What follows belongs to an exercise in optimizing a design on an open flow for small area and a short achievable clock period; a production flow would make more cautious choices.
In this exercise RTL edits were held to simulation tests only and were not proved equivalent to the original.
Power figures rest on the tool's default switching activity, not on a simulated workload.

## free_list
module free_list #(
    parameter LEN = 32 + 16,
    parameter LBITS = $clog2(LEN)
) (
    input wire i_clk,
    input wire i_rst_n,
    input wire [LBITS - 1:0] i_ret_p0,
    input wire [LBITS - 1:0] i_ret_p1,
    input wire [LBITS - 1:0] i_ret_p2,
    input wire [LBITS - 1:0] i_ret_p3,
    input wire [2:0] i_ret_count,
    input wire [2:0] i_req_count,
    output reg [LBITS - 1:0] o_req0,
    output reg [LBITS - 1:0] o_req1,
    output reg [LBITS - 1:0] o_req2,
    output reg [LBITS - 1:0] o_req3,
    output reg [2:0] o_req_count,
    output reg [LBITS - 1:0] o_avail_count
);
    localparam NN = 12;    
    reg [47:0] free;
    function automatic [1:0] sadd(input [1:0] x, input [1:0] y);
        sadd = {x[1] | y[1] | (x[0] & y[0]), x[0] | y[0]};
    endfunction
    wire [1:0] ncnt [0:NN - 1];
    wire [1:0] lo0 [0:NN - 1];
    wire [1:0] lo1 [0:NN - 1];
    wire [1:0] hi0 [0:NN - 1];
    wire [1:0] hi1 [0:NN - 1];
    genvar j;
    generate
        for (j = 0; j < NN; j = j + 1) begin : g_nib
            wire a = free[4 * j], b = free[4 * j + 1], c = free[4 * j + 2], d = free[4 * j + 3];
            assign ncnt[j] = {(a & b) | (a & c) | (a & d) | (b & c) | (b & d) | (c & d), a | b | c | d};
            assign lo0[j] = a ? 2'd0 : b ? 2'd1 : c ? 2'd2 : 2'd3;
            assign lo1[j] = (a & b) ? 2'd1 : ((a | b) & c) ? 2'd2 : 2'd3;
  ...
For scale: about 1600 cells after synthesis, about 81 flip-flops, ~65 I/O pins.
==> flow/config.mk <==
export PLATFORM = sky130hd
export DESIGN_NAME = free_list
export DESIGN_NICKNAME = free_list
export VERILOG_FILES = /design/flow/design.v
export SDC_FILE = /design/flow/constraint.sdc
export NUM_CORES = 4
export LEC_CHECK = 0
export ABC_AREA = 1
export CAP_MARGIN = 20
export CORE_MARGIN = 2
export CORE_UTILIZATION = 40
export SETUP_SLACK_MARGIN = 4.4
export SLEW_MARGIN = 20
export TNS_END_PERCENT = 5
==> flow/constraint.sdc <==
create_clock -name core_clock -period 7.0 [get_ports {i_clk}]
set_input_delay 1.4000 -clock core_clock [delete_from_list [all_inputs] [get_ports {i_clk}]]
set_output_delay 1.4000 -clock core_clock [all_outputs]
set_load 0.01 [all_outputs]
standard.sh (not shown) runs the stock make flow with config.mk's settings and CLKGATE_MAP_FILE= SYNTH_SCRIPT=/design/flow/synth_recipe.tcl, a recipe that flattens the netlist after the stock synthesis.
==> flow/flow/run.sh <==
#!/bin/bash
# The standard layout, with the port buffers made of plain buffers
# (sky130_fd_sc_hd__buf_1) instead of the default delay buffers; the resizer
# may still resize them. Each tool's log is kept under orfs/logs; the make
# output goes to standard.log.
set -euo pipefail
export BUFFER_PORTS_ARGS="-buffer_cell sky130_fd_sc_hd__buf_1"
bash standard.sh finish > standard.log 2>&1
Rerun with:
--- a/flow/design.v
+++ b/flow/design.v
@@ -36,32 +36,43 @@
             assign lo0[j] = a ? 2'd0 : b ? 2'd1 : c ? 2'd2 : 2'd3;
             assign lo1[j] = (a & b) ? 2'd1 : ((a | b) & c) ? 2'd2 : 2'd3;
             assign hi0[j] = d ? 2'd3 : c ? 2'd2 : b ? 2'd1 : 2'd0;
             assign hi1[j] = (d & c) ? 2'd2 : ((d | c) & b) ? 2'd1 : 2'd0;
         end
     endgenerate
-    wire [1:0] sl [0:4][0:NN - 1];    
-    wire [1:0] sh [0:4][0:NN - 1];    
-    genvar lv;
-    generate
-        for (j = 0; j < NN; j = j + 1) begin : g_p0
-            assign sl[0][j] = ncnt[j];
-            assign sh[0][j] = ncnt[j];
-        end
-        for (lv = 0; lv < 4; lv = lv + 1) begin : g_lv
-            for (j = 0; j < NN; j = j + 1) begin : g_j
-                if (j >= (1 << lv)) begin : g_l
-                    assign sl[lv + 1][j] = sadd(sl[lv][j - (1 << lv)], sl[lv][j]);
-                end else begin : g_lc
-                    assign sl[lv + 1][j] = sl[lv][j];
-                end
-                if (j + (1 << lv) < NN) begin : g_h
-                    assign sh[lv + 1][j] = sadd(sh[lv][j], sh[lv][j + (1 << lv)]);
-                end else begin : g_hc
-                    assign sh[lv + 1][j] = sh[lv][j];
-                end
+    wire [1:0] sl [0:NN - 1];
+    wire [1:0] sh [0:NN - 1];
+    wire [1:0] xl [0:NN - 1];    
+    wire [1:0] xh [0:NN - 1];    
+    generate
+        for (j = 0; j < NN; j = j + 1) begin : g_x
+            if (j % 4 == 0) begin : g_f
+                assign xl[j] = ncnt[j];
+            end else begin : g_n
+                assign xl[j] = sadd(xl[j - 1], ncnt[j]);
+            end
+            if (j % 4 == 3) begin : g_hf
+                assign xh[j] = ncnt[j];
+            end else begin : g_hn
+                assign xh[j] = sadd(xh[j + 1], ncnt[j]);
+            end
+        end
+    endgenerate
+    wire [1:0] gl1 = xl[3], gl2 = sadd(xl[3], xl[7]);       
+    wire [1:0] gh1 = xh[8], gh0 = sadd(xh[8], xh[4]);       
+    generate
+        for (j = 0; j < NN; j = j + 1) begin : g_s
+            if (j < 4) begin : g_0
+                assign sl[j] = xl[j];
+                assign sh[j] = sadd(gh0, xh[j]);
+            end else if (j < 8) begin : g_1
+                assign sl[j] = sadd(gl1, xl[j]);
+                assign sh[j] = sadd(gh1, xh[j]);
+            end else begin : g_2
+                assign sl[j] = sadd(gl2, xl[j]);
+                assign sh[j] = xh[j];
             end
         end
     endgenerate
     wire [4:0] q = {i_req_count[2], i_req_count[2] | (i_req_count[1] & i_req_count[0]),
                     i_req_count[2] | i_req_count[1], i_req_count != 3'd0, 1'b1};
     wire nl1 = q[1], nl2 = q[3], nh1 = q[2], nh2 = q[4];
@@ -69,14 +80,14 @@
     wire [LBITS - 1:0] tl1 [0:NN - 1];
     wire [LBITS - 1:0] th0 [0:NN - 1];
     wire [LBITS - 1:0] th1 [0:NN - 1];
     wire [47:0] keep;
     generate
         for (j = 0; j < NN; j = j + 1) begin : g_sel
-            wire [1:0] pl = (j == 0) ? 2'b00 : sl[4][j - 1];
-            wire [1:0] ph = (j == NN - 1) ? 2'b00 : sh[4][j + 1];
+            wire [1:0] pl = (j == 0) ? 2'b00 : sl[j - 1];
+            wire [1:0] ph = (j == NN - 1) ? 2'b00 : sh[j + 1];
             wire l0 = ~pl[0], l1 = pl[0] & ~pl[1];    
             wire h0 = ~ph[0], h1 = ph[0] & ~ph[1];
             wire [3:0] nib = j;
             wire sl0 = l0 & ncnt[j][0];
             wire sl1 = (l0 & ncnt[j][1]) | (l1 & ncnt[j][0]);
             wire sh0 = h0 & ncnt[j][0];
Power falls by a little under a tenth.
Wire length falls by roughly a tenth.
Non-clock buffer count falls by 11.
Via count falls by a few percent.
Combinational power falls by roughly a tenth.
Count of clock-buffer cells in the layout falls by 1.
Worst setup slack is worse by 25 ps.
Cell count falls by a little under a tenth.
Design area falls by a few percent.
Area after synthesis falls by a few percent.

## re-timing with driven ports
In the flow no input, the clock included, has a driving cell. The finished layouts below were timed again as built, in two steps. Step 1, drivers: a clkbuf_16 drives i_clk and a buf_2 each remaining input, both assumed. Step 2 adds t to the input delays and takes it off the output delays; t is the mean of the earliest and latest rising clock arrival at the registers after step 1. Input paths then give back, and output paths get back, about the clock's delay inside the block. Slacks: no drivers / after step 1 / after step 2; pairs: no drivers / after step 1.
run	t, ns	slack for setup (ns)	worst hold slack (ns)
the first run	0.398	4.329 / 4.329 / 4.006	0.523 / 0.523 / 0.523
the second run	0.411	4.304 / 4.304 / 3.895	0.526 / 0.526 / 0.526
After both steps every run listed still meets setup and hold. The setup slack of the second run, which loses most, moves by 0.000 ns with the drivers and by -0.409 ns with both steps.
